From an optimization exercise on the open Yosys and OpenROAD flow, aimed at a short achievable clock period and few clock cycles per item; shortcuts taken in it are not production practice.
RTL that was checked went through simulation tests only; none was proved equivalent to the original.
For runs 2 to 6, only the layout was checked, not whether the RTL still works.
Power figures rest on the tool's default switching activity, not on a simulated workload.

[config.mk]
export PLATFORM = sky130hd
export DESIGN_NAME = cpu
export DESIGN_NICKNAME = cpu
export VERILOG_FILES = /design/flow/design.v
export SDC_FILE = /design/flow/constraint.sdc
export NUM_CORES = 8
export LEC_CHECK = 0
export CAP_MARGIN = 20
export CORE_MARGIN = 2
export CORE_UTILIZATION = 40
export SLEW_MARGIN = 20
[constraint.sdc]
create_clock -name core_clock -period 7.5 [get_ports {clk}]
set_input_delay 1.5000 -clock core_clock [delete_from_list [all_inputs] [get_ports {clk}]]
set_output_delay 1.5000 -clock core_clock [all_outputs]
set_load 0.01 [all_outputs]
[design.v]
module cpu(clk, rst, imem_addr, imem_rdata, dmem_addr, dmem_rdata, dmem_we, dmem_wdata);
  input clk;
  input rst;
  output [9:0] imem_addr;
  input [31:0] imem_rdata;
  output [9:0] dmem_addr;
  input [31:0] dmem_rdata;
  output dmem_we;
  output [31:0] dmem_wdata;
  parameter nop = 32'd0, lw = 6'd35, sw = 6'd43, RInstruction = 6'd0, beq = 6'd4, bne = 6'd5, j = 6'd2,
            addi = 6'd8, andi = 6'd12, ori = 6'd13;
  reg [9:0] PC, IFID_PC, IDEX_PC;
  reg [31:0] RegisterFile [1:31];
  reg [31:0] IFID_Instruction,
             IDEX_Instruction, IDEX_Rs, IDEX_Rt, IDEX_Constant,
             EXMEM_Instruction, EXMEM_ALUout, EXMEM_Rt,
             MEMWB_Instruction, MEMWB_Value, MEMWB_ALUout;
  function [4:0] dest;
    input [31:0] i;
    begin
      dest = 5'd0;
      if(i[31:26] == RInstruction) begin
        case(i[5:0])
          6'd00, 6'd02, 6'd32, 6'd34, 6'd36, 6'd37, 6'd39: dest = i[15:11];
          default: dest = 5'd0;
        endcase
      end else if(i[31:26] == lw | i[31:26] == addi | i[31:26] == andi | i[31:26] == ori)
        dest = i[20:16];
    end
  endfunction
  wire [4:0] EXMEM_Dest = dest(EXMEM_Instruction);
  wire [4:0] MEMWB_Dest = dest(MEMWB_Instruction);
  wire [31:0] MEMWB_Result = (MEMWB_Instruction[31:26] == lw) ? MEMWB_Value : MEMWB_ALUout;
  wire [4:0] IFID_RsNum = IFID_Instruction[25:21], IFID_RtNum = IFID_Instruction[20:16];
  wire [31:0] ID_Rs = IFID_RsNum == 0 ? 32'd0
                    : MEMWB_Dest == IFID_RsNum ? MEMWB_Result : RegisterFile[IFID_RsNum];
  wire [31:0] ID_Rt = IFID_RtNum == 0 ? 32'd0
                    : MEMWB_Dest == IFID_RtNum ? MEMWB_Result : RegisterFile[IFID_RtNum];
  wire Stall = (IDEX_Instruction[31:26] == lw)
             & (IDEX_Instruction[20:16] == IFID_RsNum | IDEX_Instruction[20:16] == IFID_RtNum);
  wire [4:0] IDEX_RsNum = IDEX_Instruction[25:21], IDEX_RtNum = IDEX_Instruction[20:16];
  wire [31:0] EX_Rs = (EXMEM_Dest != 0 & EXMEM_Dest == IDEX_RsNum) ? EXMEM_ALUout
                    : (MEMWB_Dest != 0 & MEMWB_Dest == IDEX_RsNum) ? MEMWB_Result : IDEX_Rs;
  wire [31:0] EX_Rt = (EXMEM_Dest != 0 & EXMEM_Dest == IDEX_RtNum) ? EXMEM_ALUout
                    : (MEMWB_Dest != 0 & MEMWB_Dest == IDEX_RtNum) ? MEMWB_Result : IDEX_Rt;
  reg [31:0] ALUout;
  always @ * begin
    ALUout = 32'd0;
    if(IDEX_Instruction[31:26] == lw | IDEX_Instruction[31:26] == sw)
      ALUout = EX_Rs + (IDEX_Constant >> 2);
    else if(IDEX_Instruction[31:26] == RInstruction) begin
      case(IDEX_Instruction[5:0])
        6'd00: ALUout = EX_Rt << IDEX_Instruction[10:6];
        6'd02: ALUout = EX_Rt >> IDEX_Instruction[10:6];
        6'd32: ALUout = EX_Rs + EX_Rt;
        6'd34: ALUout = EX_Rs - EX_Rt;
        6'd36: ALUout = EX_Rs & EX_Rt;
        6'd37: ALUout = EX_Rs | EX_Rt;
        6'd39: ALUout = ~(EX_Rs | EX_Rt);
        default: ALUout = 32'd0;
      endcase
    end else if(IDEX_Instruction[31:26] == addi) ALUout = EX_Rs + IDEX_Constant;
    else if(IDEX_Instruction[31:26] == andi) ALUout = EX_Rs & IDEX_Constant;
    else if(IDEX_Instruction[31:26] == ori) ALUout = EX_Rs | IDEX_Constant;
  end
  wire Taken = (IDEX_Instruction[31:26] == beq & EX_Rs == EX_Rt)
             | (IDEX_Instruction[31:26] == bne & EX_Rs != EX_Rt);
  wire Jump = IDEX_Instruction[31:26] == j;
  wire [9:0] Target = Jump ? IDEX_Instruction[9:0] : IDEX_PC + 10'd1 + IDEX_Constant[9:0];
  assign imem_addr = PC;
  assign dmem_addr = EXMEM_ALUout[9:0];
  assign dmem_we = EXMEM_Instruction[31:26] == sw;
  assign dmem_wdata = EXMEM_Rt;
  always @(posedge clk) begin
    if(rst) begin
      PC <= 10'd0;
      IFID_Instruction <= nop;
      IDEX_Instruction <= nop;
      EXMEM_Instruction <= nop;
      MEMWB_Instruction <= nop;
    end else begin
      if(Taken | Jump) begin
        PC <= Target;
        IFID_Instruction <= nop;
        IDEX_Instruction <= nop;
      end else if(Stall) begin
        IDEX_Instruction <= nop;
      end else begin
        PC <= PC + 10'd1;
        IFID_PC <= PC;
        IFID_Instruction <= imem_rdata;
        IDEX_Instruction <= IFID_Instruction;
      end
      EXMEM_Instruction <= IDEX_Instruction;
      MEMWB_Instruction <= EXMEM_Instruction;
    end
    IDEX_PC <= IFID_PC;
    IDEX_Rs <= ID_Rs;
    IDEX_Rt <= ID_Rt;
    IDEX_Constant <= { { 16 { IFID_Instruction[15] } }, IFID_Instruction[15:0]};
    EXMEM_ALUout <= ALUout;
    EXMEM_Rt <= EX_Rt;
    MEMWB_ALUout <= EXMEM_ALUout;
    MEMWB_Value <= dmem_rdata;
    if(MEMWB_Dest != 0) RegisterFile[MEMWB_Dest] <= MEMWB_Result;
  end
endmodule
[run.sh]
#!/bin/bash
# synth_recipe.tcl (not shown) runs the flow's synth.tcl, then flattens the netlist and writes it again
# the make line also repeats each setting of config.mk as NAME=value (left out here)
make -C /OpenROAD-flow-scripts/flow DESIGN_CONFIG=/design/flow/config.mk WORK_HOME=/design/flow/orfs CLKGATE_MAP_FILE= SYNTH_SCRIPT=/design/flow/synth_recipe.tcl finish
==> results.py, run 1 <==
metrics = {
    "run_status": {
        "run_status": "complete, no violations",
    },
    "floorplan": {
        "initial_utilization_pct": 40.4,
        "die_w_um": 426,
        "core_area_um2": 177000,
        "die_h_um": 426,
        "ioPinCount": 119,
        "fp-row-count": 154,
        "die_area_um2": 182000,
    },
    "global_route": {
        "grt.total_usage_pct": 28.0,
        "grt_pass1_wl_mm": 365,
        "grt_pass1_vias": 49300,
        "overflow": 0,
        "grt_max_degree": 98,
        "antenna_found_initial": 7,
    },
    "clock_network": {
        "clock_sinks": 1338,
        "path_clk_slew_ns": 0.06,
        "cts_buffers": 145,
        "cts_tree": "yes",
        "cts.path.max_buffers": 3,
        "clk_latency_ns": 0.80,
        "htreeDepth": 4,
        "cts-root-buf": "clkbuf_16",
    },
    "power": {
        "vdd_drop_max_mv": 0.227,
        "power.density_nw_per_um2": 271,
        "p_leak_nw": 27.3,
        "finalPower_mw": 21.9,
    },
    "logic_synthesis": {
        "synth-edff-count": 1002,
        "syn-cell-area_um2": 71300,
        "synth_fp_nets": 5610,
        "yosysTopAreaCell": "edfxtp_1",
        "ys_warn_count": 1,
        "synth_seq_area_share_pct": 51.6,
        "syn_inst": 5346,
        "syn_area_per_cell_um2": 13.3,
        "synthTopCellsByArea": "edfxtp_1 42%, mux4_2 16%, dfxtp_1 9.4%",
        "synth_top_cell_area_share_pct": 42.2,
        "synth_ff_type": "edfxtp_1",
        "ys_ff_latch": 1338,
        "synth_cell_types": 100,
        "async_reset_ff_share_pct": 0,
    },
    "routing": {
        "route.met2.wl_mm": 118,
        "wl_met3_mm": 24.7,
        "wl_per_cell_um": 32.9,
        "totalWireLength_mm": 258,
        "firstDrtPassIters": 8,
        "route.vias.total": 50800,
        "ant_nets": 0,
        "wl_met1_mm": 102,
        "drt-initial-drc-count": 6681,
        "via_per_inst": 6.46,
        "drc_errors": 0,
        "topRoutingLayerUsed": "met5",
    },
    "layout": {
        "num-nets-final": 5662,
        "area_growth_syn_to_layout_pct": 13.1,
        "final_cell_mix": "1,002 x edfxtp_1, 499 x mux4_2, 377 x a21oi_1",
        "drive_above_1_share_pct": 22.5,
        "stdcell_area_um2": 80700,
        "final_common_cell": "edfxtp_1",
        "layoutNonFillerInstCount": 7858,
    },
    "sta": {
        "rsz0062_at_grt": "no",
        "period_needed_ns": 7.23,
        "fin_skew_ns": 0.0350,
        "worstMarginPinSlew_ns": 1.14,
        "fmax_mhz": 138,
        "timing.final.hold_violations": 0,
        "hold-worst-slack_ns": 0.339,
        "period_share_pct": 96.4,
        "drv_slew": 0,
        "max_slew_margin_pct": 23.5,
        "setup_tns_ns": 0,
        "setup_viol": 0,
    },
    "hold_path": {
        "hold_start": "IFID_PC[5]",
        "hold_class": "flop to flop",
    },
    "worst_setup_path": {
        "worstSetupEndpointType": "flop",
        "endpoint": "EXMEM_ALUout[19]",
        "critPathLaunchType": "flop",
        "slowest_delay_ns": 0.54,
        "critical_path_required_ns": 8.14,
        "reg2reg_depth": 24,
        "path_class": "flop to flop",
        "worst_r2r_startpoint": "MEMWB_Instruction[28]",
        "cp.arrival_ns": 7.87,
        "path_max_fanout": 15,
        "timing.rr.end": "EXMEM_ALUout[19]",
        "rrSetupSlack_ns": 0.27,
        "worstPathCellList": "or4_4 > nor4_4 > nand3_1 > and4_1 > a211o_1 > a211oi_2 > o2111ai_4 > buf_4 > mux2_2 > mux2_2 > ha_1 > a21o_1 > a21o_1 > a21oi_1 > a21oi_1 > a221oi_1 > o21ai_0 > a21o_1 > a21oi_1 > o21ai_0 > o21bai_1 > nand3_1 > o41ai_2 > o2111ai_1",
        "worstSetupStartpoint": "MEMWB_Instruction[28]",
        "cp_slowest_cell": "or4_4",
    },
    "place": {
        "dpl.cell_count": 7591,
        "portBuffers": 118,
        "gp_congestion": 1.04,
        "place_area_um2": 75900,
        "hpwl_mm": 170,
    },
    "flow_run": {
        "drv_cap": 0,
    },
}
timing repair:
| item | CTS | global route |
|---|---|---|
| resized for setup | 0 | 6 |
| setup buffers | 0 | 0 |
| endpoints found under the setup margin | 0 | 6 |
| hold buffers | 0 | 0 |
how the worst min path moves through the flow:
stage / endpoint / slack (ns) / cells after the start
2_1_floorplan: IDEX_PC[0] / 0.32 / 0
3_3_place_gp: IDEX_PC[4] / 0.33 / 0
3_5_place_dp: IDEX_PC[5] / 0.33 / 0
4_1_cts: IDEX_PC[5] / 0.34 / 0
5_1_grt: IDEX_PC[5] / 0.34 / 0
6_report: IDEX_PC[5] / 0.34 / 0
where the power goes:
group	internal, mW	switching [mW]	total (mW)
registers	8.67	0.287	8.95
clock network	4.11	3.09	7.20
logic	1.96	3.77	5.72
sequential cells by signal (all words and copies together), names as in the netlist:
signal / count
IDEX_Constant: 16
IDEX_Instruction: 32
EXMEM_ALUout: 32
IFID_Instruction: 32
MEMWB_ALUout: 32
IDEX_PC: 10
IFID_PC: 10
EXMEM_Instruction: 22
IDEX_Rs: 32
MEMWB_Value: 32
RegisterFile: 992
EXMEM_Rt: 32
PC: 10
IDEX_Rt: 32
MEMWB_Instruction: 22
critical path: cells and delay by family, from the launching register on:
family	cells	cell delay, ns
AOI/OAI and AO/OA	15	3.93
buffers and inverters	1	0.25
DFF	1	0.32
muxes	2	0.66
adders and majority gates	1	0.39
and+or+nand+nor	5	1.50
stage by stage:
stage | setup slack, ns | util, %
6_report | 0.267 | 45.6
3_5_place_dp | 0.219 | 42.9
4_1_cts | 0.166 | 45.6
3_3_place_gp | 0.297 | 42.9
2_1_floorplan | 1.02 | -
5_1_grt | 0.0259 | 45.6
cells in the mapped netlist (13+ instances only):
cell / number
o21ai_1: 14
mux4_2: 499
ha_1: 193
buf_1: 103
a221oi_1: 85
o31ai_4: 13
a221o_1: 23
nand2b_1: 39
a22oi_1: 20
o21ai_0: 161
xnor2_1: 55
or3_1: 24
o22ai_1: 50
o31ai_1: 20
a211oi_1: 65
nor2_1: 368
edfxtp_1: 1002
nor3_1: 90
a21o_1: 44
a31oi_1: 39
o211ai_1: 20
nand2_1: 216
o31ai_2: 13
inv_1: 139
mux2_2: 171
nor2b_1: 83
buf_2: 17
mux2i_1: 267
o21bai_1: 25
nand3_1: 89
nor3_2: 15
and2_1: 48
o221ai_1: 57
dfxtp_1: 336
clkbuf_1: 272
nand4_1: 17
a21oi_1: 377
xor2_1: 39
nor4_1: 16
area by class of cell:
type | count | area, um^2
clock buffer | 208 | 4060
sequential | 1338 | 36900
tap | 2340 | 2930
clock inverter | 56 | 686
antenna | 3 | 7.51
inverter | 143 | 537
timing repair buffer | 314 | 2800
multi-input combinational | 3456 | 32800
fill | 15700 | 96000
kinds of logic after synthesis:
family / after synthesis / synth area share (%)
and+or+nand+nor: 1067 / 7.27
xor gates and xnor gates: 94 / 1.15
AOI/OAI and AO/OA: 1156 / 11.1
buffers and inverters: 552 / 3.05
adders and majority gates: 198 / 3.53
DFF: 1338 / 51.6
muxes: 941 / 22.3
metal layers:
layer	track usage (%)	vias to the layer above
met5	0	-
met4	12.6	4
met3	5.83	608
met2	43.6	2885
met1	37.6	26100
li1	-	21200
Testbench counts, summed over its fixed seeds: cycles 63,139, instructions 44,290.
==> inputs of run 2 (changes only) <==
==> design.v (replaced) <==
module cpu(clk, rst, imem_addr, imem_rdata, dmem_addr, dmem_rdata, dmem_we, dmem_wdata);
  input clk;
  input rst;
  output [9:0] imem_addr;
  input [31:0] imem_rdata;
  output [9:0] dmem_addr;
  input [31:0] dmem_rdata;
  output dmem_we;
  output [31:0] dmem_wdata;
  reg [9:0] PC;
  wire [31:0] fI = imem_rdata;
  wire fJ = fI[31:26] == 6'd2;
  wire fBr = fI[31:27] == 5'b00010;
  wire fPT = fBr & fI[15];
  wire [9:0] fPC1 = PC + 10'd1;
  wire [9:0] fBT = fPC1 + fI[9:0];
  wire [9:0] fNext = fJ ? fI[9:0] : fPT ? fBT : fPC1;
  wire [9:0] fAlt = fPT ? fPC1 : fBT;
  reg [31:0] dI;
  reg dV, dPT;
  reg [9:0] dAlt;
  reg [31:0] RF [1:31];
  reg [31:0] wRes;
  reg [4:0] wDest;
  wire [5:0] dOp = dI[31:26], dFn = dI[5:0];
  wire [4:0] dRs = dI[25:21], dRt = dI[20:16], dRd = dI[15:11];
  wire dR = dOp == 6'd0;
  wire dSLL = dR & dFn == 6'd0, dSRL = dR & dFn == 6'd2, dADD = dR & dFn == 6'd32,
       dSUB = dR & dFn == 6'd34, dAND = dR & dFn == 6'd36, dOR = dR & dFn == 6'd37,
       dNOR = dR & dFn == 6'd39;
  wire dADDI = dOp == 6'd8, dANDI = dOp == 6'd12, dORI = dOp == 6'd13,
       dLW = dOp == 6'd35, dSW = dOp == 6'd43, dBEQ = dOp == 6'd4, dBNE = dOp == 6'd5;
  wire dRW = dSLL | dSRL | dADD | dSUB | dAND | dOR | dNOR;
  wire dIW = dADDI | dANDI | dORI | dLW;
  wire [4:0] dDest = dRW ? dRd : dIW ? dRt : 5'd0;
  wire dImm = dADDI | dANDI | dORI;
  wire [31:0] dSimm = {{16{dI[15]}}, dI[15:0]};
  wire [31:0] dRsV = dRs == 5'd0 ? 32'd0 : wDest == dRs ? wRes : RF[dRs];
  wire [31:0] dRtV = dRt == 5'd0 ? 32'd0 : wDest == dRt ? wRes : RF[dRt];
  reg [4:0] eDest;
  reg eWe, eBeq, eBne, ePT;
  reg [9:0] eAlt, eAddr;
  reg [31:0] eA, eB, eO2;
  reg eFA, eFB, eF2, eSub;
  reg [4:0] eSh;
  reg sAdd, sAnd, sOr, sNor, sSll, sSrl, sLw;
  wire dStall = dV & (dLW | dSW) & eDest != 5'd0 & eDest == dRs;
  wire [31:0] A = eFA ? wRes : eA;
  wire [31:0] B = eFB ? wRes : eB;
  wire [31:0] O2 = eF2 ? wRes ^ {32{eSub}} : eO2;
  wire [31:0] sum = A + O2 + {31'd0, eSub};
  wire [31:0] res = ({32{sAdd}} & sum) | ({32{sAnd}} & (A & O2)) | ({32{sOr}} & (A | O2))
                  | ({32{sNor}} & ~(A | O2)) | ({32{sSll}} & (B << eSh))
                  | ({32{sSrl}} & (B >> eSh)) | ({32{sLw}} & dmem_rdata);
  wire eEq = A == B;
  wire eMis = (eBeq & (eEq ^ ePT)) | (eBne & (eEq ~^ ePT));
  assign imem_addr = PC;
  assign dmem_addr = eAddr;
  assign dmem_we = eWe;
  assign dmem_wdata = B;
  wire dGo = dV & ~dStall & ~eMis;
  always @(posedge clk) begin
    if(rst) begin
      PC <= 10'd0;
      dV <= 1'b0;
      eDest <= 5'd0;
      eWe <= 1'b0;
      eBeq <= 1'b0;
      eBne <= 1'b0;
      wDest <= 5'd0;
    end else begin
      if(eMis) begin
        PC <= eAlt;
        dV <= 1'b0;
      end else if(~dStall) begin
        PC <= fNext;
        dV <= 1'b1;
      end
      eDest <= dGo ? dDest : 5'd0;
      eWe <= dGo & dSW;
      eBeq <= dGo & dBEQ;
      eBne <= dGo & dBNE;
      wDest <= eDest;
    end
    if(~dStall) begin
      dI <= fI;
      dPT <= fPT;
      dAlt <= fAlt;
    end
    ePT <= dPT;
    eAlt <= dAlt;
    eAddr <= dRsV[9:0] + dI[11:2];
    eA <= dRsV;
    eB <= dRtV;
    eO2 <= dImm ? dSimm : dSUB ? ~dRtV : dRtV;
    eFA <= eDest != 5'd0 & eDest == dRs;
    eFB <= eDest != 5'd0 & eDest == dRt;
    eF2 <= ~dImm & eDest != 5'd0 & eDest == dRt;
    eSub <= dSUB;
    eSh <= dI[10:6];
    sAdd <= dADD | dSUB | dADDI;
    sAnd <= dAND | dANDI;
    sOr <= dOR | dORI;
    sNor <= dNOR;
    sSll <= dSLL;
    sSrl <= dSRL;
    sLw <= dLW;
    wRes <= res;
    if(wDest != 5'd0) RF[wDest] <= wRes;
  end
endmodule
--- a/config.mk
+++ b/config.mk
@@ -7,2 +7,3 @@
 export LEC_CHECK = 0
+export ABC_CLOCK_PERIOD_IN_PS = 3000
 export CAP_MARGIN = 20
@@ -10,2 +11,3 @@
 export CORE_UTILIZATION = 40
+export SETUP_SLACK_MARGIN = 4.5
 export SLEW_MARGIN = 20
==> run 2 against run 1 <==
Still clean; wire length fell by 12%; clock power is 9.7% lower; setup slack improved by 3.7 ns; critical path depth down 19; via count decreased by 16%; cell area is 4.1% lower; die area is 11% lower; first-iteration DRC count fell by 8.0%; global-route usage shrank 0.62 points; sequential share of layout area shrank 0.20 points; largest power group unchanged.
==> results.py, run 2 <==
metrics = {
    "place": {
        "portBuffers": 118,
        "place_ws_ns": 2.87,
        "hpwl_mm": 127,
        "gp_congestion": 0.936,
        "place_area_um2": 67300,
    },
    "logic_synthesis": {
        "synthTopCellsByCount": "1,035 x edfxtp_1, 574 x mux4_2, 331 x nor2_1",
        "yosysTopAreaCell": "edfxtp_1",
        "ys_warn_count": 1,
        "syn-cell-area_um2": 63400,
        "synth_ff_type": "edfxtp_1",
        "syn_area_per_cell_um2": 15.0,
        "ys_ff_latch": 1234,
        "synth_fp_nets": 4379,
        "synth_seq_area_share_pct": 55.3,
        "syn_inst": 4226,
        "synth_top_cell_area_share_pct": 49.0,
        "async_reset_ff_share_pct": 0,
        "synthTopCellsByArea": "edfxtp_1 49%, mux4_2 20%, dfxtp_1 6.3%",
        "synth_cell_types": 83,
        "yosysMostFrequentCell": "edfxtp_1",
        "synth-edff-count": 1035,
    },
    "sta": {
        "fmax_mhz": 281,
        "setup_viol": 0,
        "worstMarginPinSlew_ns": 1.09,
        "period_needed_ns": 3.56,
        "postLayoutSetupSlackWorst_ns": 3.94,
        "setup_tns_ns": 0,
        "rsz0062_at_grt": "yes",
        "max_slew_margin_pct": 27.6,
        "timing.final.hold_violations": 0,
        "fin_skew_ns": 0.0302,
        "period_share_pct": 47.5,
        "drv_slew": 0,
    },
    "global_route": {
        "grt_pass1_wl_mm": 314,
        "grt.total_usage_pct": 27.4,
        "grt_use_met1_pct": 37.4,
        "grtUsageMet2_pct": 42.8,
        "grt_pass1_vias": 41400,
        "overflow": 0,
        "grt-busiest-layer": "met2",
        "met3_usage_pct": 5.69,
        "grt_max_degree": 79,
        "antenna_found_initial": 6,
    },
    "power": {
        "intPower_mw": 12.5,
        "swShare_pct": 27.2,
        "power_frac_seq_pct": 45.0,
        "power.density_nw_per_um2": 223,
        "pwr-share-comb_pct": 17.3,
        "vdd_drop_max_mv": 0.268,
        "p_sw_mw": 4.68,
        "clkPwrFrac_pct": 37.7,
        "p_leak_nw": 26.4,
    },
    "layout": {
        "area_growth_syn_to_layout_pct": 21.9,
        "largest_reg_flops": 992,
        "final_common_cell": "edfxtp_1",
        "final_cell_mix": "1,035 x edfxtp_1, 574 x mux4_2, 286 x nor2_1",
        "stdcell_area_um2": 77300,
        "regMostFlops": "RF",
        "num-nets-final": 4644,
        "drive_above_1_share_pct": 35.3,
    },
    "worst_setup_path": {
        "path_class": "flop to primary output",
        "critPathLaunchType": "flop",
        "critical_path_required_ns": 6.00,
        "cp.arrival_ns": 2.06,
        "path_max_fanout": 7,
        "worstSetupEndpointType": "primary output",
    },
    "clock_network": {
        "cts-root-buf": "clkbuf_16",
        "htreeDepth": 4,
        "cts_tree": "yes",
        "cts_buffers": 132,
        "clock_sinks": 1234,
        "cts.path.max_buffers": 3,
        "clk_latency_ns": 0.80,
        "path_clk_slew_ns": 0.06,
    },
    "run_status": {
        "run_status": "complete, no violations",
    },
    "floorplan": {
        "die_area_um2": 162000,
        "core_area_um2": 158000,
        "ioPinCount": 119,
        "die_w_um": 402,
        "initial_utilization_pct": 40.2,
        "die_h_um": 402,
        "fp-row-count": 146,
    },
    "routing": {
        "drt-initial-drc-count": 6144,
        "totalWireLength_mm": 227,
        "wl_per_cell_um": 34.0,
        "drc_errors": 0,
        "route.vias.total": 42800,
        "via_per_inst": 6.42,
        "ant_nets": 0,
        "firstDrtPassIters": 6,
    },
    "hold_path": {
        "hold_class": "flop to flop",
    },
    "flow_run": {
        "drv_cap": 0,
    },
}
run 2: cell types whose count changed in the layout (fill, tap and decap cells not counted), moves of 64 or more:
cell,before,now
buf_6,1,79
a21oi_2,0,68
nor3_1,83,16
dfxtp_1,320,156
a21oi_1,377,144
mux4_2,499,574
o21ai_0,159,73
a211oi_1,64,140
mux2_2,171,26
nor2b_1,80,16
ha_1,193,59
nand2_1,213,148
xnor2_1,55,124
run 2: worst paths after layout:
kind	startpoint	end	slack, ns	depth (start not counted)
worst max-delay path	eFB	dmem_wdata[25]	3.94	5
worst min-delay path	dAlt[5]	eAlt[5]	0.34	0
worst max register to register	flop	eAddr[8]	3.94	20
worst min register to register	dAlt[5]	eAlt[5]	0.34	0
run 2: cells by family (layout without fill, tap and decap cells):
| kind of cell | count (synthesis) | in the layout | synth area share (%) |
|---|---|---|---|
| flip-flops | 1234 | 1234 | 55.3 |
| XOR/XNOR | 180 | 180 | 2.49 |
| other | 0 | 1 | 0 |
| adder cells (fa/ha/maj) | 87 | 87 | 1.76 |
| AND/OR/NAND/NOR | 647 | 648 | 4.50 |
| multiplexers | 897 | 897 | 25.6 |
| AO/OA/AOI/OAI | 719 | 719 | 7.36 |
| buffers and inverters | 462 | 835 | 2.99 |
run 2: power groups by stage:
stage | combinational, mW | sequential (mW) | clock, mW
floorplan | 1.57 | 7.78 | 0
global placement | 2.32 | 7.90 | 0
detailed placement | 2.32 | 7.90 | 0
CTS | 2.67 | 7.73 | 6.55
global route | 3.10 | 7.75 | 6.82
finish | 2.97 | 7.75 | 6.50
run 2: critical path, cell delays in order, from the launching register on:
cell	delay [ns]
dfxtp_4	0.36
buf_12	0.15
buf_12	0.13
buf_16	0.13
mux2_4	0.35
buf_6	0.14
run 2: cell type report:
| cell class | count | area [um^2] |
|---|---|---|
| well taps | 2072 | 2590 |
| inverters | 128 | 499 |
| multi-input cells | 2531 | 29100 |
| diodes | 1 | 2.50 |
| repair inverters | 3 | 22.5 |
| clock inverters | 81 | 798 |
| repair buffers | 461 | 5680 |
| clock buffers | 162 | 3470 |
| flip-flops and latches | 1234 | 35200 |
| fillers | 13200 | 80500 |
run 2: per-stage QoR:
stage	util, %	hold WS (ns)	cells	power, mW
6_report	49.0	0.340	6673	17.2
5_1_grt	49.0	0.344	6673	17.7
4_1_cts	47.8	0.343	6603	16.9
3_5_place_dp	42.7	0.329	6193	10.2
3_3_place_gp	42.7	0.324	6193	10.2
2_1_floorplan	-	0.323	4226	9.35
run 2: metal layers:
layer | vias to the layer above | part of all wire (%)
met5 | - | 0.010
met4 | 4 | 4.6
met3 | 483 | 10
met2 | 2530 | 46
met1 | 22300 | 39
li1 | 17500 | -
run 2: what timing repair did:
item	in CTS	in global routing
hold buffers	0	0
setup buffers	140	59
pin swaps	65	110
gates cloned	27	10
endpoints found under the setup margin	254	148
gates resized for setup	583	247
==> inputs of run 3 (changes only) <==
--- a/config.mk
+++ b/config.mk
@@ -7,3 +7,3 @@
 export LEC_CHECK = 0
-export ABC_CLOCK_PERIOD_IN_PS = 3000
+export ABC_CLOCK_PERIOD_IN_PS = 2000
 export CAP_MARGIN = 20
@@ -11,3 +11,3 @@
 export CORE_UTILIZATION = 40
-export SETUP_SLACK_MARGIN = 4.5
+export SETUP_SLACK_MARGIN = 5
 export SLEW_MARGIN = 20
==> run 3 against run 2 <==
Still clean; sequential share of layout area shrank 2.8 points; combinational power grew 13%; wire length rose by 9.3%; die area did not move; non-clock buffer count grew 250; synthesized cell count stayed put; worst hold slack about the same; core utilization increased by 3.3 points; setup slack got worse by 0.082 ns.
==> results.py, run 3 <==
metrics = {
    "logic_synthesis": {
        "yosysMostFrequentCell": "edfxtp_1",
        "ys_ff_latch": 1234,
        "synthTopCellsByCount": "1,035 x edfxtp_1, 574 x mux4_2, 331 x nor2_1",
        "syn_inst": 4226,
        "yosysTopAreaCell": "edfxtp_1",
        "synthSimpleGateAreaFrac_pct": 4.50,
        "synth_seq_area_share_pct": 55.3,
        "syn-cell-area_um2": 63400,
        "synth_mux_area_share_pct": 25.6,
        "synthTopCellsByArea": "edfxtp_1 49%, mux4_2 20%, dfxtp_1 6.3%",
        "ys_warn_count": 1,
        "synth_top_family_by_area": "multiplexers",
        "synth_compound_area_share_pct": 7.36,
        "synth_ff_type": "edfxtp_1",
        "synth_fp_nets": 4379,
        "syn_area_per_cell_um2": 15.0,
        "async_reset_ff_share_pct": 0,
        "synth_cell_types": 83,
        "synth_xor_area_share_pct": 2.49,
        "synth_top_cell_area_share_pct": 49.0,
        "synthAdderAreaFrac_pct": 1.76,
        "synth-edff-count": 1035,
    },
    "power": {
        "swShare_pct": 27.1,
        "pwr-share-comb_pct": 18.5,
        "finalPower_mw": 18.1,
        "p_leak_nw": 28.7,
        "power.density_nw_per_um2": 220,
        "clkPwrFrac_pct": 38.6,
        "intPower_mw": 13.2,
        "p_sw_mw": 4.92,
        "power_frac_seq_pct": 42.9,
        "vdd_drop_max_mv": 0.222,
    },
    "sta": {
        "worstMarginPinSlew_ns": 1.22,
        "period_share_pct": 48.6,
        "rsz0062_at_grt": "yes",
        "hold-worst-slack_ns": 0.340,
        "postLayoutSetupSlackWorst_ns": 3.85,
        "setup_viol": 0,
        "period_needed_ns": 3.65,
        "fin_skew_ns": 0.0320,
        "drv_slew": 0,
        "max_slew_margin_pct": 18.6,
        "setup_tns_ns": 0,
        "timing.final.hold_violations": 0,
        "fmax_mhz": 274,
    },
    "floorplan": {
        "fp-row-count": 146,
        "core_area_um2": 158000,
        "initial_utilization_pct": 40.2,
        "die_area_um2": 162000,
        "ioPinCount": 119,
        "die_h_um": 402,
        "die_w_um": 402,
    },
    "routing": {
        "wl_per_cell_um": 35.7,
        "ant_nets": 0,
        "via_per_inst": 6.48,
        "drc_errors": 0,
        "firstDrtPassIters": 8,
        "route.vias.total": 45000,
        "drt-initial-drc-count": 6522,
        "totalWireLength_mm": 248,
    },
    "layout": {
        "largest_reg_flops": 992,
        "layoutNonFillerInstCount": 6942,
        "num-nets-final": 4902,
        "final_cell_mix": "1,035 x edfxtp_1, 574 x mux4_2, 286 x nor2_1",
        "area_growth_syn_to_layout_pct": 30.1,
        "drive_above_1_share_pct": 42.2,
        "fillers": 12500,
        "regMostFlops": "RF",
        "final_common_cell": "edfxtp_1",
        "regArea_um2": 35300,
        "multi_input_area_um2": 30200,
    },
    "clock_network": {
        "clock_sinks": 1234,
        "path_clk_slew_ns": 0.06,
        "clk_latency_ns": 0.81,
        "cts-root-buf": "clkbuf_16",
        "cts_buffers": 138,
        "htreeDepth": 4,
        "cts_tree": "yes",
        "postCtsHoldBufs": 0,
        "cts.path.max_buffers": 3,
    },
    "hold_path": {
        "hold_class": "flop to flop",
        "min_path_cells": 0,
    },
    "flow_run": {
        "drv_cap": 0,
    },
    "global_route": {
        "antenna_found_initial": 10,
        "grt_pass1_wl_mm": 342,
        "grt.total_usage_pct": 30.1,
        "grt_max_degree": 79,
        "overflow": 0,
        "grt_pass1_vias": 44200,
    },
    "worst_setup_path": {
        "critical_path_required_ns": 8.16,
        "worstPathCellList": "xnor2_2 > nand3_4 > clkbuf_8 > o21ai_2 > or2_4 > inv_4 > ha_4 > a21o_1 > a21oi_2 > o21ai_2 > a21oi_2 > o21ai_2 > nand3_2 > a21oi_2 > a31oi_1",
        "path_max_fanout": 33,
        "worstSetupEndpointType": "flop",
        "reg2reg_depth": 15,
        "critPathLaunchType": "flop",
        "cp_slowest_cell": "xnor2_2",
        "path_class": "flop to flop",
        "slowest_delay_ns": 0.55,
        "cp.arrival_ns": 4.31,
    },
    "place": {
        "gp_congestion": 0.940,
        "portBuffers": 118,
        "dpl.cell_count": 6169,
        "place_ws_ns": 3.07,
        "hpwl_mm": 125,
    },
    "run_status": {
        "run_status": "complete, no violations",
    },
}
==> run 3: path summary, 6_finish.rpt <==
check           from        to  slack [ns]
max           dI[21]  eAddr[9]        3.85
max reg2reg   dI[21]  eAddr[9]        3.85
min          dAlt[3]   eAlt[3]        0.34
min reg2reg  dAlt[3]   eAlt[3]        0.34
==> run 3: through the flow <==
step | util (%) | cell area [um^2]
CTS | 50.9 | 80400
floorplan | - | 64600
global route | 52.3 | 82500
finish | 52.3 | 82500
global placement | 42.8 | 67500
detailed placement | 42.8 | 67500
==> run 3: metal layers <==
metal  GRT usage [%]  routed length, um
met1            39.1              88700
met2            46.8             113000
met3            7.59              30000
met4            15.9              15900
met5               0                 46
==> run 3: cell families after synthesis <==
group                      Yosys count
AOI/OAI and AO/OA                  719
xor gates and xnor gates           180
adders and majority gates           87
buffers and inverters              462
DFF                               1234
muxes                              897
and+or+nand+nor                    647
==> run 3: cell type report <==
type                       instances  area share, %
sequential                      1234           42.8
multi-input combinational       2536           36.5
timing repair buffer             711           11.3
clock buffer                     188           4.61
tap                             2072           3.14
clock inverter                    63           1.01
inverter                         128          0.602
antenna                           10         0.0303
==> run 3: timing repair <==
action,in CTS,in global routing
pin swaps,181,178
setup buffers,329,111
gates resized for setup,1007,203
cloned,63,9
setup endpoints to repair,649,337
==> run 3: power groups by stage <==
stage	Sequential (mW)	Combinational (mW)	Clock, mW
floorplan	7.78	1.61	0
global placement	7.95	2.27	0
detailed placement	7.95	2.27	0
CTS	7.77	3.03	7.05
global route	7.78	3.48	7.33
finish	7.78	3.35	7.01
==> run 3: worst max-delay path, delay by kind of cell, from the launching register on <==
family,cells,cell delay (ns)
simple gates,3,0.66
xor+xnor,1,0.55
compound gates,8,1.09
buf+inv,2,0.45
flops,1,0.52
fa+ha+maj,1,0.25
==> inputs of run 4 (changes only) <==
--- a/design.v
+++ b/design.v
@@ -9,2 +9,5 @@
   output [31:0] dmem_wdata;
+  reg [31:0] RF [1:31];
+  reg [31:0] wRes, w2Res;      
+  reg [4:0] wDest;             
   reg [9:0] PC;
@@ -15,11 +18,12 @@
   wire [9:0] fPC1 = PC + 10'd1;
-  wire [9:0] fBT = fPC1 + fI[9:0];
+  wire [10:0] fBTx = {PC, 1'b1} + {fI[9:0], 1'b1};
+  wire [9:0] fBT = fBTx[10:1];
   wire [9:0] fNext = fJ ? fI[9:0] : fPT ? fBT : fPC1;
   wire [9:0] fAlt = fPT ? fPC1 : fBT;
-  reg [31:0] dI;
-  reg dV, dPT;
+  wire [4:0] fRs = fI[25:21], fRt = fI[20:16];
+  wire [31:0] fRsV = fRs == 5'd0 ? 32'd0 : RF[fRs];
+  wire [31:0] fRtV = fRt == 5'd0 ? 32'd0 : RF[fRt];
+  reg [31:0] dI, dA, dB;
+  reg dV, dPT, dA2, dA3, dB2, dB3;
   reg [9:0] dAlt;
-  reg [31:0] RF [1:31];
-  reg [31:0] wRes;
-  reg [4:0] wDest;
   wire [5:0] dOp = dI[31:26], dFn = dI[5:0];
@@ -37,7 +41,8 @@
   wire [31:0] dSimm = {{16{dI[15]}}, dI[15:0]};
-  wire [31:0] dRsV = dRs == 5'd0 ? 32'd0 : wDest == dRs ? wRes : RF[dRs];
-  wire [31:0] dRtV = dRt == 5'd0 ? 32'd0 : wDest == dRt ? wRes : RF[dRt];
+  wire [31:0] dAv = dA2 ? wRes : dA3 ? w2Res : dA;
+  wire [31:0] dBv = dB2 ? wRes : dB3 ? w2Res : dB;
+  wire [9:0] dAddr = dAv[9:0] + dI[11:2];
   reg [4:0] eDest;
-  reg eWe, eBeq, eBne, ePT;
-  reg [9:0] eAlt, eAddr;
+  reg eSW, eBeq, eBne, ePT;
+  reg [9:0] eAlt, eAddr, mAddr;
   reg [31:0] eA, eB, eO2;
@@ -46,3 +51,5 @@
   reg sAdd, sAnd, sOr, sNor, sSll, sSrl, sLw;
-  wire dStall = dV & (dLW | dSW) & eDest != 5'd0 & eDest == dRs;
+  reg sWe;
+  reg [31:0] sData;
+  wire dStall = dV & (((dLW | dSW) & eDest != 5'd0 & eDest == dRs) | (dLW & eSW));
   wire [31:0] A = eFA ? wRes : eA;
@@ -50,3 +57,4 @@
   wire [31:0] O2 = eF2 ? wRes ^ {32{eSub}} : eO2;
-  wire [31:0] sum = A + O2 + {31'd0, eSub};
+  wire [32:0] sumx = {A, 1'b1} + {O2, eSub};
+  wire [31:0] sum = sumx[32:1];
   wire [31:0] res = ({32{sAdd}} & sum) | ({32{sAnd}} & (A & O2)) | ({32{sOr}} & (A | O2))
@@ -54,8 +62,9 @@
                   | ({32{sSrl}} & (B >> eSh)) | ({32{sLw}} & dmem_rdata);
-  wire eEq = A == B;
+  wire eqAB = eA == eB, eqRB = wRes == eB, eqAR = eA == wRes;
+  wire eEq = eFA ? (eFB | eqRB) : (eFB ? eqAR : eqAB);
   wire eMis = (eBeq & (eEq ^ ePT)) | (eBne & (eEq ~^ ePT));
   assign imem_addr = PC;
-  assign dmem_addr = eAddr;
-  assign dmem_we = eWe;
-  assign dmem_wdata = B;
+  assign dmem_addr = mAddr;
+  assign dmem_we = sWe;
+  assign dmem_wdata = sData;
   wire dGo = dV & ~dStall & ~eMis;
@@ -66,3 +75,3 @@
       eDest <= 5'd0;
-      eWe <= 1'b0;
+      eSW <= 1'b0;
       eBeq <= 1'b0;
@@ -70,2 +79,3 @@
       wDest <= 5'd0;
+      sWe <= 1'b0;
     end else begin
@@ -79,3 +89,3 @@
       eDest <= dGo ? dDest : 5'd0;
-      eWe <= dGo & dSW;
+      eSW <= dGo & dSW;
       eBeq <= dGo & dBEQ;
@@ -83,2 +93,3 @@
       wDest <= eDest;
+      sWe <= eSW;
     end
@@ -88,2 +99,15 @@
       dAlt <= fAlt;
+      dA <= fRsV;
+      dB <= fRtV;
+      dA2 <= eDest != 5'd0 & eDest == fRs;
+      dB2 <= eDest != 5'd0 & eDest == fRt;
+      dA3 <= wDest != 5'd0 & wDest == fRs;
+      dB3 <= wDest != 5'd0 & wDest == fRt;
+    end else begin
+      dA <= dAv;
+      dB <= dBv;
+      dA2 <= eDest != 5'd0 & eDest == dRs;
+      dB2 <= eDest != 5'd0 & eDest == dRt;
+      dA3 <= 1'b0;
+      dB3 <= 1'b0;
     end
@@ -91,6 +115,7 @@
     eAlt <= dAlt;
-    eAddr <= dRsV[9:0] + dI[11:2];
-    eA <= dRsV;
-    eB <= dRtV;
-    eO2 <= dImm ? dSimm : dSUB ? ~dRtV : dRtV;
+    eAddr <= dAddr;
+    mAddr <= eSW ? eAddr : dAddr;
+    eA <= dAv;
+    eB <= dBv;
+    eO2 <= dImm ? dSimm : dSUB ? ~dBv : dBv;
     eFA <= eDest != 5'd0 & eDest == dRs;
@@ -107,3 +132,5 @@
     sLw <= dLW;
+    sData <= B;
     wRes <= res;
+    w2Res <= wRes;
     if(wDest != 5'd0) RF[wDest] <= wRes;
--- a/config.mk
+++ b/config.mk
@@ -7,3 +7,3 @@
 export LEC_CHECK = 0
-export ABC_CLOCK_PERIOD_IN_PS = 2000
+export ABC_CLOCK_PERIOD_IN_PS = 2500
 export CAP_MARGIN = 20
@@ -11,3 +11,3 @@
 export CORE_UTILIZATION = 40
-export SETUP_SLACK_MARGIN = 5
+export SETUP_SLACK_MARGIN = 4.8
 export SLEW_MARGIN = 20
==> run 4 against run 3 <==
Combinational power is 3% lower; critical path depth fell by 5; die area is 6.4% higher; first-iteration DRC count decreased by 8.7%; final cell count up 2.6%; flip-flop and latch count up 133; highest routed layer unchanged.
==> results.py, run 4 <==
metrics = {
    "routing": {
        "route.vias.total": 45600,
        "wl_per_cell_um": 36.0,
        "totalWireLength_mm": 256,
        "via_per_inst": 6.41,
        "ant_nets": 0,
        "firstDrtPassIters": 6,
        "drt-initial-drc-count": 5955,
        "drc_errors": 0,
    },
    "worst_setup_path": {
        "worstSetupStartpoint": "eFB",
        "path_max_fanout": 8,
        "critPathLaunchType": "flop",
        "endpoint": "PC[9]",
        "reg2reg_depth": 10,
        "critical_path_required_ns": 8.21,
        "rrSetupSlack_ns": 4.24,
        "cp.arrival_ns": 3.96,
        "worstSetupEndpointType": "flop",
        "timing.rr.end": "PC[9]",
        "path_class": "flop to flop",
        "worst_r2r_startpoint": "eFB",
    },
    "sta": {
        "max_slew_margin_pct": 23.4,
        "postLayoutSetupSlackWorst_ns": 4.24,
        "drv_slew": 0,
        "fmax_mhz": 307,
        "period_share_pct": 43.4,
        "timing.final.hold_violations": 0,
        "rsz0062_at_grt": "yes",
        "period_needed_ns": 3.26,
        "worstMarginPinSlew_ns": 1.14,
        "setup_tns_ns": 0,
        "setup_viol": 0,
        "fin_skew_ns": 0.0399,
        "hold-worst-slack_ns": 0.339,
    },
    "global_route": {
        "grt_max_degree": 74,
        "grt_pass1_wl_mm": 348,
        "antenna_found_initial": 9,
        "grt_pass1_vias": 44500,
        "overflow": 0,
        "grt.total_usage_pct": 28.7,
    },
    "power": {
        "clkPwrFrac_pct": 38.1,
        "power.density_nw_per_um2": 230,
        "p_sw_mw": 5.09,
        "pwr-share-comb_pct": 17.1,
        "vdd_drop_max_mv": 0.193,
        "p_leak_nw": 28.6,
        "power_frac_seq_pct": 44.8,
        "intPower_mw": 14.0,
        "swShare_pct": 26.7,
    },
    "logic_synthesis": {
        "syn_area_per_cell_um2": 15.1,
        "async_reset_ff_share_pct": 0,
        "synth_top_cell_area_share_pct": 46.0,
        "synthTopCellsByArea": "edfxtp_1 46%, mux4_2 20%, dfxtp_1 9.8%",
        "synth_cell_types": 86,
        "synthTopCellsByCount": "1,035 x edfxtp_1, 609 x mux4_2, 349 x mux2i_1",
        "ys_warn_count": 1,
        "syn_inst": 4468,
        "yosysTopAreaCell": "edfxtp_1",
        "synth_ff_type": "edfxtp_1",
        "synth_seq_area_share_pct": 55.9,
        "syn-cell-area_um2": 67500,
        "yosysMostFrequentCell": "edfxtp_1",
        "ys_ff_latch": 1367,
        "synth_fp_nets": 4621,
        "synth-edff-count": 1035,
    },
    "clock_network": {
        "path_clk_slew_ns": 0.06,
        "htreeDepth": 4,
        "cts_buffers": 144,
        "clk_latency_ns": 0.80,
        "clock_sinks": 1367,
        "cts.path.max_buffers": 3,
        "cts-root-buf": "clkbuf_16",
        "cts_tree": "yes",
    },
    "place": {
        "place_ws_ns": 2.82,
        "gp_congestion": 0.980,
        "hpwl_mm": 136,
        "portBuffers": 118,
        "place_area_um2": 71200,
        "dpl.cell_count": 6531,
    },
    "layout": {
        "num-nets-final": 4950,
        "drive_above_1_share_pct": 36.5,
        "multi_input_area_um2": 30200,
        "area_growth_syn_to_layout_pct": 22.7,
        "final_cell_mix": "1,035 x edfxtp_1, 610 x mux4_2, 290 x mux2i_1",
        "largest_reg_flops": 992,
        "stdcell_area_um2": 82900,
        "layoutNonFillerInstCount": 7125,
        "regArea_um2": 37900,
        "final_common_cell": "edfxtp_1",
        "regMostFlops": "RF",
        "fillers": 13900,
    },
    "hold_path": {
        "hold_class": "flop to flop",
    },
    "floorplan": {
        "die_area_um2": 172000,
        "die_w_um": 415,
        "initial_utilization_pct": 40.3,
        "ioPinCount": 119,
        "core_area_um2": 167000,
        "fp-row-count": 150,
        "die_h_um": 415,
    },
    "run_status": {
        "run_status": "complete, no violations",
    },
    "flow_run": {
        "drv_cap": 0,
    },
}
-- run 4: changes by cell type after synthesis, moves of 32 or more --
cell,change
nor2_1,-37
a211oi_1,-161
o22ai_1,+32
nand2_1,+50
mux2i_1,+83
buf_1,+46
dfxtp_1,+133
mux4_2,+35
buf_2,-40
-- run 4: layout make-up --
| class | count | area share (%) |
|---|---|---|
| timing repair inverter | 1 | 0.0106 |
| inverter | 134 | 0.661 |
| multi-input combinational | 2619 | 36.4 |
| clock buffer | 213 | 5.07 |
| timing repair buffer | 530 | 8.12 |
| antenna | 2 | 0.00604 |
| tap | 2204 | 3.33 |
| sequential | 1367 | 45.8 |
| clock inverter | 55 | 0.646 |
-- run 4: logic make-up (layout without fill, tap and decap cells) --
kind of cell             after synthesis  after routing  share of synthesized area (%)
adder cells (fa/ha/maj)               87             87                           1.65
flip-flops                          1367           1367                           55.9
AO/OA/AOI/OAI                        633            633                           5.74
buffers and inverters                485            933                           3.02
XOR/XNOR                             201            201                           2.64
AND/OR/NAND/NOR                      678            681                           4.43
other                                  0              2                              0
multiplexers                        1017           1017                           26.6
-- run 4: stage by stage --
stage / power (mW) / util, %
floorplan: 10.3 / -
global placement: 11.1 / 42.6
detailed placement: 11.1 / 42.6
CTS: 18.7 / 48.2
global route: 19.5 / 49.5
finish: 19.1 / 49.5
-- run 4: timing repair --
item	4_1_cts	5_1_grt
endpoints found under the setup margin	666	212
hold buffers	0	0
cloned	43	19
gates resized for setup	705	217
buffers inserted	174	88
pin swaps	96	120
-- run 4: how the worst min path moves through the flow --
stage | start | end | slack [ns] | cells past startpoint
final | dAlt[0] | eAlt[0] | 0.34 | 0
after global routing | dAlt[7] | eAlt[7] | 0.34 | 0
after CTS | dAlt[0] | eAlt[0] | 0.34 | 0
after detailed placement | dAlt[0] | eAlt[0] | 0.33 | 0
after global placement | dAlt[2] | eAlt[2] | 0.32 | 0
after floorplan | dAlt[0] | eAlt[0] | 0.32 | 0
-- run 4: layer usage --
metal	up-vias	track usage, %	share of wire, %
li1	18300	-	-
met1	23500	35.6	35
met2	3050	46.4	47
met3	733	6.49	11
met4	2	15.9	6.8
met5	-	0	0.0062
-- run 4: worst max-delay path, stage by stage, from the launching register on --
cell and delay (ns):
dfxtp_4 0.38, buf_12 0.16, buf_12 0.16, mux2_4 0.35
xnor2_2 0.14, nand4_1 0.31, nor4_4 0.46, a32o_2 0.35
a21boi_4 0.37, or2_4 0.28, mux2i_1 0.20
-- run 4: power groups by stage --
stage	sequential, mW	combinational, mW	clock [mW]
finish	8.54	3.26	7.26
global route	8.55	3.39	7.60
CTS	8.52	2.89	7.30
detailed placement	8.69	2.39	0
global placement	8.69	2.39	0
floorplan	8.61	1.67	0
==> inputs of run 5 (changes only) <==
--- a/config.mk
+++ b/config.mk
@@ -7,3 +7,3 @@
 export LEC_CHECK = 0
-export ABC_CLOCK_PERIOD_IN_PS = 2500
+export ABC_CLOCK_PERIOD_IN_PS = 3000
 export CAP_MARGIN = 20
@@ -11,3 +11,3 @@
 export CORE_UTILIZATION = 40
-export SETUP_SLACK_MARGIN = 4.8
+export SETUP_SLACK_MARGIN = 4.5
 export SLEW_MARGIN = 20
==> run 5 against run 4 <==
Still clean; clock skew is 0.0073 ns lower; largest cell class unchanged; worst hold slack better by 0.00065 ns; critical endpoint is now eBeq; flip-flop and latch count stayed put.
==> results.py, run 5 <==
metrics = {
    "run_status": {
        "run_status": "complete, no violations",
    },
    "logic_synthesis": {
        "syn_area_per_cell_um2": 15.1,
        "synthTopCellsByArea": "edfxtp_1 46%, mux4_2 20%, dfxtp_1 9.8%",
        "syn_inst": 4468,
        "synth_top_cell_area_share_pct": 46.0,
        "ys_warn_count": 1,
        "synth_cell_types": 86,
        "syn-cell-area_um2": 67500,
        "synth_seq_area_share_pct": 55.9,
        "synth_ff_type": "edfxtp_1",
        "synthTopCellsByCount": "1,035 x edfxtp_1, 609 x mux4_2, 349 x mux2i_1",
        "synth-edff-count": 1035,
        "yosysMostFrequentCell": "edfxtp_1",
        "async_reset_ff_share_pct": 0,
        "yosysTopAreaCell": "edfxtp_1",
        "ys_ff_latch": 1367,
        "synth_fp_nets": 4621,
    },
    "floorplan": {
        "core_area_um2": 167000,
        "die_w_um": 415,
        "initial_utilization_pct": 40.3,
        "die_h_um": 415,
        "die_area_um2": 172000,
        "ioPinCount": 119,
        "fp-row-count": 150,
    },
    "worst_setup_path": {
        "cp_top_family": "simple AND/OR/NAND/NOR gates",
        "worstSetupStartpoint": "eFB",
        "worst_r2r_startpoint": "eFB",
        "slowest_delay_ns": 0.49,
        "path_class": "flop to flop",
        "crit_buf_inv": 3,
        "path_max_fanout": 6,
        "cp.arrival_ns": 3.92,
        "critPathLaunchType": "flop",
        "worstSetupEndpointType": "flop",
        "cp_slowest_cell": "or4_4",
        "critical_path_required_ns": 8.21,
        "worstPathCellList": "buf_12 > buf_8 > buf_16 > mux2_4 > xnor2_2 > nand4_1 > nor4_4 > a32o_2 > a21oi_4 > or4_4 > nor4b_4",
    },
    "sta": {
        "worstMarginPinSlew_ns": 1.15,
        "timing.final.hold_violations": 0,
        "fin_skew_ns": 0.0326,
        "period_needed_ns": 3.21,
        "rsz0062_at_grt": "yes",
        "drv_slew": 0,
        "period_share_pct": 42.8,
        "setup_tns_ns": 0,
        "fmax_mhz": 311,
        "max_slew_margin_pct": 23.3,
        "setup_viol": 0,
    },
    "layout": {
        "drive_above_1_share_pct": 31.1,
        "num-nets-final": 4802,
        "final_cell_mix": "1,035 x edfxtp_1, 610 x mux4_2, 313 x mux2i_1",
        "area_growth_syn_to_layout_pct": 18.4,
        "regArea_um2": 37900,
        "largest_reg_flops": 992,
        "regMostFlops": "RF",
        "multi_input_area_um2": 29400,
        "final_common_cell": "edfxtp_1",
        "stdcell_area_um2": 79900,
        "fillers": 14200,
    },
    "place": {
        "hpwl_mm": 134,
        "place_area_um2": 71200,
        "gp_congestion": 1.01,
        "portBuffers": 118,
    },
    "clock_network": {
        "htreeDepth": 4,
        "cts.path.max_buffers": 3,
        "cts_tree": "yes",
        "cts_buffers": 144,
        "cts-root-buf": "clkbuf_16",
        "clock_sinks": 1367,
        "clk_latency_ns": 0.81,
        "path_clk_slew_ns": 0.06,
    },
    "hold_path": {
        "hold_start": "dAlt[5]",
        "hold_class": "flop to flop",
    },
    "global_route": {
        "grt_pass1_wl_mm": 329,
        "grt_max_degree": 73,
        "grt.total_usage_pct": 27.0,
        "antenna_found_initial": 9,
        "grt_pass1_vias": 43300,
        "overflow": 0,
    },
    "routing": {
        "wl_per_cell_um": 34.1,
        "route.vias.total": 44100,
        "firstDrtPassIters": 6,
        "drt-initial-drc-count": 5571,
        "totalWireLength_mm": 238,
        "via_per_inst": 6.32,
        "drc_errors": 0,
        "ant_nets": 0,
    },
    "power": {
        "power.density_nw_per_um2": 235,
        "vdd_drop_max_mv": 0.217,
        "p_leak_nw": 27.4,
    },
    "flow_run": {
        "drv_cap": 0,
    },
}
[run 5: cell counts after synthesis]
No cell type changed its count.
[run 5: per-stage QoR]
step / std cells / hold WS [ns] / power, mW / worst slack (ns) / util, %
global route: 6976 / 0.350 / 19.3 / 4.29 / 47.7
CTS: 6927 / 0.341 / 18.6 / 4.36 / 47.1
global placement: 6548 / 0.326 / 11.1 / 3.03 / 42.5
finish: 6980 / 0.340 / 18.8 / 4.29 / 47.7
detailed placement: 6548 / 0.327 / 11.1 / 2.97 / 42.5
floorplan: 4468 / 0.323 / 10.3 / 4.25 / -
[run 5: worst paths after layout]
check / slack (ns) / depth (start not counted) / endpoint
max reg2reg: 4.29 / 11 / eBeq
min: 0.34 / 0 / eAlt[5]
min reg2reg: 0.34 / 0 / eAlt[5]
max: 4.29 / 11 / eBeq
[run 5: final cells by class]
| type | instances | share of cell area (%) |
|---|---|---|
| timing repair buffer | 385 | 5.59 |
| antenna | 4 | 0.0125 |
| clock buffer | 193 | 5.05 |
| multi-input combinational | 2617 | 36.8 |
| sequential | 1367 | 47.4 |
| tap | 2204 | 3.45 |
| inverter | 134 | 0.664 |
| clock inverter | 76 | 1.03 |
[run 5: report_power, final]
group | internal, mW | switching [mW] | leakage (nW)
logic | 1.24 | 1.60 | 12.7
registers | 8.32 | 0.204 | 12.3
clock network | 4.26 | 3.12 | 2.38
total | 13.8 | 4.93 | 27.4
[run 5: metal layers]
metal | wire length, um | up-vias | global-route usage, %
met4 | 14200 | 2 | 14.2
met5 | 22 | - | 0
li1 | - | 18000 | -
met2 | 115000 | 2541 | 44.5
met1 | 87400 | 22900 | 33.9
met3 | 21400 | 645 | 5.11
[run 5: cells by family (layout without fill, tap and decap cells)]
family / Yosys count / in the layout / share of synthesized area (%)
and+or+nand+nor: 678 / 679 / 4.43
other: 0 / 4 / 0
xor gates and xnor gates: 201 / 201 / 2.64
adders and majority gates: 87 / 87 / 1.65
muxes: 1017 / 1017 / 26.6
DFF: 1367 / 1367 / 55.9
AOI/OAI and AO/OA: 633 / 633 / 5.74
buffers and inverters: 485 / 788 / 3.02
[run 5: timing repair]
| item | 4_1_cts | 5_1_grt |
|---|---|---|
| endpoints found under the setup margin | 219 | 101 |
| setup buffers | 95 | 44 |
| gates cloned | 15 | 5 |
| pin swaps | 47 | 49 |
| resized for setup | 401 | 125 |
| hold buffers | 0 | 0 |
[run 5: worst register-to-register path, delay by kind of cell, from the launching register on]
family                    cells  cell delay (ns)
AOI/OAI and AO/OA             2             0.44
DFF                           1             0.36
and+or+nand+nor               4             1.40
xor gates and xnor gates      1             0.17
muxes                         1             0.34
buffers and inverters         3             0.44
==> inputs of run 6 (changes only) <==
--- a/design.v
+++ b/design.v
@@ -12,2 +12,3 @@
   reg [4:0] wDest;             
+  reg [31:0] rfData;           
   reg [9:0] PC;
@@ -45,3 +46,5 @@
   reg [4:0] eDest;
-  reg eSW, eBeq, eBne, ePT;
+  reg eSW, eBeq, eBne, ePT, eK;
+  wire [4:0] eDestV = eK ? 5'd0 : eDest;
+  wire eSWV = eSW & ~eK;
   reg [9:0] eAlt, eAddr, mAddr;
@@ -53,3 +56,3 @@
   reg [31:0] sData;
-  wire dStall = dV & (((dLW | dSW) & eDest != 5'd0 & eDest == dRs) | (dLW & eSW));
+  wire dStall = dV & (((dLW | dSW) & eDestV != 5'd0 & eDestV == dRs) | (dLW & eSWV));
   wire [31:0] A = eFA ? wRes : eA;
@@ -64,3 +67,3 @@
   wire eEq = eFA ? (eFB | eqRB) : (eFB ? eqAR : eqAB);
-  wire eMis = (eBeq & (eEq ^ ePT)) | (eBne & (eEq ~^ ePT));
+  wire eMis = ~eK & ((eBeq & (eEq ^ ePT)) | (eBne & (eEq ~^ ePT)));
   assign imem_addr = PC;
@@ -69,3 +72,3 @@
   assign dmem_wdata = sData;
-  wire dGo = dV & ~dStall & ~eMis;
+  wire dGo = dV & ~dStall;
   always @(posedge clk) begin
@@ -78,2 +81,3 @@
       eBne <= 1'b0;
+      eK <= 1'b0;
       wDest <= 5'd0;
@@ -92,4 +96,5 @@
       eBne <= dGo & dBNE;
-      wDest <= eDest;
-      sWe <= eSW;
+      eK <= eMis;
+      wDest <= eDestV;
+      sWe <= eSWV;
     end
@@ -101,4 +106,4 @@
       dB <= fRtV;
-      dA2 <= eDest != 5'd0 & eDest == fRs;
-      dB2 <= eDest != 5'd0 & eDest == fRt;
+      dA2 <= eDestV != 5'd0 & eDestV == fRs;
+      dB2 <= eDestV != 5'd0 & eDestV == fRt;
       dA3 <= wDest != 5'd0 & wDest == fRs;
@@ -108,4 +113,4 @@
       dB <= dBv;
-      dA2 <= eDest != 5'd0 & eDest == dRs;
-      dB2 <= eDest != 5'd0 & eDest == dRt;
+      dA2 <= eDestV != 5'd0 & eDestV == dRs;
+      dB2 <= eDestV != 5'd0 & eDestV == dRt;
       dA3 <= 1'b0;
@@ -116,3 +121,3 @@
     eAddr <= dAddr;
-    mAddr <= eSW ? eAddr : dAddr;
+    mAddr <= eSWV ? eAddr : dAddr;
     eA <= dAv;
@@ -120,5 +125,5 @@
     eO2 <= dImm ? dSimm : dSUB ? ~dBv : dBv;
-    eFA <= eDest != 5'd0 & eDest == dRs;
-    eFB <= eDest != 5'd0 & eDest == dRt;
-    eF2 <= ~dImm & eDest != 5'd0 & eDest == dRt;
+    eFA <= eDestV != 5'd0 & eDestV == dRs;
+    eFB <= eDestV != 5'd0 & eDestV == dRt;
+    eF2 <= ~dImm & eDestV != 5'd0 & eDestV == dRt;
     eSub <= dSUB;
@@ -134,4 +139,5 @@
     wRes <= res;
-    w2Res <= wRes;
-    if(wDest != 5'd0) RF[wDest] <= wRes;
+    rfData <= eDestV != 5'd0 ? res : 32'd0;
+    w2Res <= rfData;
+    if(wDest != 5'd0) RF[wDest] <= rfData;
   end
==> run 6 against run 5 <==
Synthesized area increased by 3.0%; fmax decreased by 4.5%; synthesized cell count increased by 14%; flip-flop and latch count increased by 33; final cell count increased by 10%; clock power decreased by 1%; highest routed layer unchanged; worst hold slack about the same; count of clock-buffer cells in the layout increased by 3; largest cell class unchanged.
==> results.py, run 6 <==
metrics = {
    "clock_network": {
        "cts.path.max_buffers": 3,
        "cts_buffers": 146,
        "clock_sinks": 1400,
        "cts-root-buf": "clkbuf_16",
        "path_clk_slew_ns": 0.06,
        "clk_latency_ns": 0.82,
        "htreeDepth": 4,
        "cts_tree": "yes",
    },
    "worst_setup_path": {
        "slowest_delay_ns": 0.47,
        "reg2reg_depth": 13,
        "cp.arrival_ns": 4.04,
        "critical_path_required_ns": 8.18,
        "path_class": "flop to flop",
        "critPathLaunchType": "flop",
        "worstSetupEndpointType": "flop",
        "worstPathCellList": "buf_12 > buf_16 > mux2i_4 > inv_2 > ha_4 > nand2_1 > o211ai_1 > a221o_1 > or2_4 > a31o_2 > a21oi_4 > nor3b_1 > or3_4",
        "cp_slowest_cell": "a221o_1",
        "path_max_fanout": 6,
    },
    "layout": {
        "final_cell_mix": "1,035 x edfxtp_1, 467 x mux2i_1, 433 x mux4_2",
        "num-nets-final": 5381,
        "final_util_pct": 47.6,
        "drive_above_1_share_pct": 27.1,
        "final_common_cell": "edfxtp_1",
        "largest_reg_flops": 992,
        "regMostFlops": "RF",
        "area_growth_syn_to_layout_pct": 18.5,
    },
    "logic_synthesis": {
        "synthTopCellsByCount": "1,035 x edfxtp_1, 499 x mux2i_1, 433 x mux4_2",
        "synth_ff_type": "edfxtp_1",
        "yosysTopAreaCell": "edfxtp_1",
        "synth_seq_area_share_pct": 55.2,
        "synth-edff-count": 1035,
        "syn-cell-area_um2": 69500,
        "synth_top_family_by_area": "multiplexers",
        "synth_compound_area_share_pct": 9.20,
        "synthTopCellsByArea": "edfxtp_1 45%, mux4_2 14%, dfxtp_1 11%",
        "syn_area_per_cell_um2": 13.6,
        "ys_ff_latch": 1400,
        "synthAdderAreaFrac_pct": 1.60,
        "yosysMostFrequentCell": "edfxtp_1",
        "synth_cell_types": 83,
        "synth_xor_area_share_pct": 2.38,
        "synth_top_cell_area_share_pct": 44.7,
        "synthSimpleGateAreaFrac_pct": 5.73,
        "synth_mux_area_share_pct": 22.7,
        "async_reset_ff_share_pct": 0,
        "syn_inst": 5104,
        "synth_fp_nets": 5257,
        "ys_warn_count": 1,
    },
    "sta": {
        "period_needed_ns": 3.36,
        "postLayoutSetupSlackWorst_ns": 4.14,
        "setup_tns_ns": 0,
        "period_share_pct": 44.8,
        "fin_skew_ns": 0.0313,
        "timing.final.hold_violations": 0,
        "rsz0062_at_grt": "yes",
        "hold-worst-slack_ns": 0.340,
        "drv_slew": 0,
        "max_slew_margin_pct": 25.5,
        "setup_viol": 0,
        "fmax_mhz": 297,
        "worstMarginPinSlew_ns": 1.12,
    },
    "floorplan": {
        "die_area_um2": 177000,
        "initial_utilization_pct": 40.1,
        "die_w_um": 421,
        "die_h_um": 421,
        "core_area_um2": 173000,
        "fp-row-count": 153,
        "ioPinCount": 119,
    },
    "routing": {
        "route.vias.total": 48400,
        "drc_errors": 0,
        "firstDrtPassIters": 6,
        "wl_per_cell_um": 32.7,
        "drt-initial-drc-count": 6321,
        "via_per_inst": 6.31,
        "totalWireLength_mm": 251,
        "ant_nets": 0,
    },
    "place": {
        "gp_congestion": 0.969,
        "place_ws_ns": 2.29,
        "portBuffers": 118,
        "hpwl_mm": 145,
    },
    "global_route": {
        "grt_max_degree": 78,
        "grt_pass1_vias": 46800,
        "grt_pass1_wl_mm": 352,
        "antenna_found_initial": 17,
        "overflow": 0,
        "grt.total_usage_pct": 27.4,
    },
    "run_status": {
        "run_status": "complete, no violations",
    },
    "power": {
        "vdd_drop_max_mv": 0.250,
        "p_leak_nw": 28.7,
        "finalPower_mw": 18.0,
        "power.density_nw_per_um2": 219,
    },
    "hold_path": {
        "min_path_cells": 0,
        "hold_class": "flop to flop",
    },
    "flow_run": {
        "drv_cap": 0,
    },
}
## run 6: kinds of logic after synthesis
family          after synthesis
mux                        1022
buf+inv                     543
simple gates                874
flops                      1400
compound gates              989
fa+ha+maj                    87
xor+xnor                    189
## run 6: final timing paths
| kind | from | end | slack, ns |
|---|---|---|---|
| hold / removal | dAlt[6] | eAlt[6] | 0.34 |
| setup / recovery | eFA | wRes[20] | 4.14 |
| setup reg to reg | eFA | wRes[20] | 4.14 |
| hold reg to reg | dAlt[6] | eAlt[6] | 0.34 |
## run 6: timing repair
action	CTS	global route
setup buffers	67	61
pin swaps	50	60
hold buffers	0	0
gates cloned	25	6
setup endpoints to repair	252	128
gates resized for setup	485	179
## run 6: report_power, final
group          internal [mW]  leakage [nW]  switching, mW  total (mW)
sequential              8.37          13.0          0.158        8.53
combinational          0.929          13.4           1.29        2.22
clock                   4.07          2.33           3.20        7.27
## run 6: layout make-up
class                           count  area [um^2]
Timing Repair Buffer              384         4580
Sequential cell                  1400        38500
Fill cell                       15000        90800
Clock buffer                      196         4040
Tap cell                         2325         2910
Antenna cell                        3         7.51
Inverter                          132          522
Clock inverter                     75          724
Multi-Input combinational cell   3164        31100
## run 6: stage by stage
step | cells | cell area [um^2]
CTS | 7608 | 81000
global placement | 7245 | 73400
floorplan | 5104 | 70700
global route | 7678 | 82400
detailed placement | 7245 | 73400
finish | 7679 | 82400
## run 6: routing by layer
metal | vias to the layer above | track usage (%) | wire (um)
met1 | 24700 | 36.6 | 96300
met2 | 2902 | 44.0 | 118000
met4 | 6 | 11.5 | 12400
met5 | - | 0 | 36
li1 | 20200 | - | -
met3 | 584 | 5.26 | 24200
## run 6: critical path, delay by kind of cell (launching register included)
family,cells,cell delay (ns)
simple gates,4,0.88
buf+inv,3,0.36
fa+ha+maj,1,0.26
flops,1,0.42
compound gates,4,1.04
mux,1,0.26

==> afterwards: timing with drivers on the ports <==
Ports are ideal in the flow. The routed layouts listed here were re-timed in OpenROAD. Step 1 sets driving cells, clkbuf_16 on the clock port and buf_2 on the other inputs (assumed; they add their load-dependent delay and slew). Step 2 times the ports against the registers' clock, not the clock port: input delays grow and output delays shrink by t, the midpoint of the rising clock arrivals with the driver on. Slacks: ideal ports / drivers / drivers and shift; pairs: ideal ports / drivers.
run	t (ns)	setup slack, ns	worst hold slack (ns)	cell pins on the clock port's net
run 1	0.869	0.267 / 0.267 / 0.267	0.339 / 0.339 / 0.339	1
run 2	0.872	3.936 / 3.843 / 3.531	0.340 / 0.340 / 0.340	1
run 3	0.871	3.854 / 3.816 / 3.748	0.340 / 0.340 / 0.340	1
run 4	0.872	4.244 / 4.244 / 3.668	0.339 / 0.339 / 0.339	1
run 5	0.874	4.288 / 4.288 / 3.589	0.340 / 0.340 / 0.340	1
run 6	0.881	4.138 / 4.138 / 3.381	0.340 / 0.340 / 0.340	1
After both steps every run listed still meets setup and hold. For run 6, which loses most, drivers alone change the setup slack by 0.000 ns; drivers and shift together by -0.757 ns.
